Background: an optimization exercise with open tools, aiming at small area, a short achievable clock period and few clock cycles per item. Do not read the settings as production practice. Where RTL was checked, it was by simulation tests only, not by an equivalence proof against the original. Power figures rest on the tool's default switching activity, not on a simulated workload.

==> module apb_slave, before the edit <==
module apb_slave (
  input  logic        PCLK,
  input  logic        PRESETn,
  input  logic [31:0] PADDR,
  input  logic        PSEL,
  input  logic        PENABLE,
  input  logic        PWRITE,
  input  logic [31:0] PWDATA,
  output logic [31:0] PRDATA,
  output logic        PREADY,
  output logic        PSLVERR
);
  logic [15:0] [31:0] registers;
  logic [15:0]        written;
  logic [15:0]        wen;
  logic        addr_valid;
  logic [15:0] addr_dec;
  assign addr_valid = (PADDR[31:6] == 0);
  assign addr_dec   = 16'b1 << PADDR[5:2];
  always_ff @(posedge PCLK or negedge PRESETn) begin
    if (!PRESETn) begin
      wen        <= '0;
      written    <= '0;
    end else begin
      wen        <= (PSEL && !PENABLE && PWRITE && addr_valid) ? addr_dec : 16'b0;
      written    <= written | wen;
    end
  end
  always_ff @(posedge PCLK) begin
    for (int i = 0; i < 16; i++)
      if (wen[i])
        registers[i] <= ~PWDATA;
  end
  logic [31:0] rdata;
  logic [15:0] rsel_lo_n, rsel_hi_n;
  apb_rsel_n u_rsel_lo (.idx(PADDR[5:2]), .written(written), .sel_n(rsel_lo_n));
  apb_rsel_n u_rsel_hi (.idx(PADDR[5:2]), .written(written), .sel_n(rsel_hi_n));
  for (genvar b = 0; b < 32; b++) begin : g_rd
    logic [15:0] s_n;
    logic [7:0]  t;
    logic [3:0]  u_n;
    assign s_n = (b < 16) ? rsel_lo_n : rsel_hi_n;
    for (genvar k = 0; k < 8; k++) begin : g_t
      apb_oai22 u_t (.a(s_n[2*k]), .b(registers[2*k][b]), .c(s_n[2*k+1]), .d(registers[2*k+1][b]),
                     .y(t[k]));
    end
    for (genvar j = 0; j < 4; j++) begin : g_u
      apb_nor2 u_u (.a(t[2*j]), .b(t[2*j+1]), .y(u_n[j]));
    end
    apb_nand4 u_r (.a(u_n[0]), .b(u_n[1]), .c(u_n[2]), .d(u_n[3]), .y(rdata[b]));
  end
  always_ff @(posedge PCLK) begin
    PRDATA  <= rdata;
    PSLVERR <= !addr_valid;
  end
  assign PREADY = 1'b1;
endmodule
==> module apb_rsel_n, before the edit <==
module apb_rsel_n (
  input  logic [3:0]  idx,
  input  logic [15:0] written,
  output logic [15:0] sel_n
);
  assign sel_n = ~((16'b1 << idx) & written);
endmodule
==> module apb_oai22, before the edit <==
module apb_oai22 (input logic a, b, c, d, output logic y);
  assign y = !((a || b) && (c || d));
endmodule
==> module apb_nor2, before the edit <==
module apb_nor2 (input logic a, b, output logic y);
  assign y = !(a || b);
endmodule
==> module apb_nand4, before the edit <==
module apb_nand4 (input logic a, b, c, d, output logic y);
  assign y = !(a && b && c && d);
endmodule
==> flow/config.mk <==
export PLATFORM = sky130hd
export DESIGN_NAME = apb_slave
export DESIGN_NICKNAME = apb_slave
export VERILOG_FILES = /design/flow/design.v
export SDC_FILE = /design/flow/constraint.sdc
export NUM_CORES = 4
export LEC_CHECK = 0
export CAP_MARGIN = 20
export CORE_MARGIN = 2
export CORE_UTILIZATION = 40
export CTS_CLUSTER_DIAMETER = 100
export CTS_CLUSTER_SIZE = 30
export SETUP_SLACK_MARGIN = 3.0
export SLEW_MARGIN = 20
export SYNTH_HIERARCHICAL = 1
==> flow/constraint.sdc <==
create_clock -name core_clock -period 5.0 [get_ports {PCLK}]
set_input_delay 1.0000 -clock core_clock [delete_from_list [all_inputs] [get_ports {PCLK}]]
set_output_delay 1.0000 -clock core_clock [all_outputs]
set_load 0.01 [all_outputs]
standard.sh (not shown) runs the stock make flow with config.mk's settings and CLKGATE_MAP_FILE= SYNTH_SCRIPT=/design/flow/synth_recipe.tcl, a recipe that flattens the netlist after the stock synthesis.
==> flow/flow/run.sh <==
#!/bin/bash
# The standard layout, with every port buffered by a plain buf_1 (ORFS's
# buffer_ports otherwise picks a delay cell); repair_timing resizes as needed.
set -euo pipefail
bash standard.sh finish "BUFFER_PORTS_ARGS=-buffer_cell sky130_fd_sc_hd__buf_1" > standard.log 2>&1
The first run finished with timing, DRC and antenna clean.
Next try:
==> flow/design.v (replaced) <==
module apb_slave (
  input  logic        PCLK,
  input  logic        PRESETn,
  input  logic [31:0] PADDR,
  input  logic        PSEL,
  input  logic        PENABLE,
  input  logic        PWRITE,
  input  logic [31:0] PWDATA,
  output logic [31:0] PRDATA,
  output logic        PREADY,
  output logic        PSLVERR
);
  logic [15:0] [31:0] registers;
  logic [15:0]        written;
  logic [15:0]        wen;
  logic        addr_valid;
  logic [15:0] addr_dec;
  assign addr_valid = (PADDR[31:6] == 0);
  assign addr_dec   = 16'b1 << PADDR[5:2];
  always_ff @(posedge PCLK or negedge PRESETn) begin
    if (!PRESETn) begin
      wen        <= '0;
      written    <= '0;
    end else begin
      wen        <= (PSEL && !PENABLE && PWRITE && addr_valid) ? addr_dec : 16'b0;
      written    <= written | wen;
    end
  end
  always_ff @(posedge PCLK) begin
    for (int i = 0; i < 16; i++)
      if (wen[i])
        registers[i] <= PWDATA;
  end
  logic [31:0] rdata;
  logic [15:0] rsel_lo, rsel_hi;
  apb_rsel u_rsel_lo (.idx(PADDR[5:2]), .written(written), .sel(rsel_lo));
  apb_rsel u_rsel_hi (.idx(PADDR[5:2]), .written(written), .sel(rsel_hi));
  for (genvar b = 0; b < 32; b++) begin : g_rd
    logic [15:0] s;
    logic [5:0]  p;
    logic [1:0]  h;
    assign s = (b < 16) ? rsel_lo : rsel_hi;
    for (genvar k = 0; k < 5; k++) begin : g_p
      apb_aoi222 u_p (.a(s[3*k]), .b(registers[3*k][b]), .c(s[3*k+1]), .d(registers[3*k+1][b]),
                      .e(s[3*k+2]), .f(registers[3*k+2][b]), .y(p[k]));
    end
    assign p[5] = !(s[15] && registers[15][b]);
    apb_nand3 u_h0 (.a(p[0]), .b(p[1]), .c(p[2]), .y(h[0]));
    apb_nand3 u_h1 (.a(p[3]), .b(p[4]), .c(p[5]), .y(h[1]));
    assign rdata[b] = h[0] | h[1];
  end
  always_ff @(posedge PCLK) begin
    PRDATA  <= rdata;
    PSLVERR <= !addr_valid;
  end
  assign PREADY = 1'b1;
endmodule
module apb_rsel (
  input  logic [3:0]  idx,
  input  logic [15:0] written,
  output logic [15:0] sel
);
  assign sel = (16'b1 << idx) & written;
endmodule
module apb_aoi222 (input logic a, b, c, d, e, f, output logic y);
  assign y = !((a && b) || (c && d) || (e && f));
endmodule
module apb_nand3 (input logic a, b, c, output logic y);
  assign y = !(a && b && c);
endmodule
The new run ran to the end with no violations. Sequential share of layout area goes up by 0.56 points. Core utilization goes down by 0.24 points. Count of clock-buffer cells in the layout stays the same. Cell count goes down by a little under a tenth. Die area goes down slightly. Synthesized cell count goes down by roughly a tenth. Power goes down slightly. Routed wire length goes up by a little under a tenth. Setup slack improves by 0.019 ns. Design area goes down slightly. Area after synthesis goes down slightly. Worst hold slack improves by 0.0047 ns. Clock power goes down slightly.
Testbench counts after the change, summed over its fixed seeds: cycles 32,000, transfers 16,000.
No functional check of the RTL was part of the first run of this note.

## what the ideal ports hide
How much do the figures lean on ideal ports? The routed layouts below were timed once more, with nothing changed but the port constraints. Step 1 assumes that a clkbuf_16 drives the clock port and a buf_2 every other input. Step 2 times the ports against the registers' clock, not the clock port: input delays grow and output delays shrink by t, the midpoint of the rising clock arrivals with the driver on. Slacks: ideal / step 1 / step 2; pairs: ideal / step 1.
run | shift t [ns] | setup slack, ns | clock arrival spread, ns | cell pins on the clock port's net
the first run | 0.637 | 2.917 / 2.862 / 2.450 | 0.041 / 0.041 | 1
the second run | 0.631 | 2.935 / 2.880 / 2.376 | 0.031 / 0.032 | 1
After both steps setup and hold are still met in every run listed. The setup slack of the second run, which loses most, moves by -0.055 ns with the drivers and by -0.559 ns with both steps.
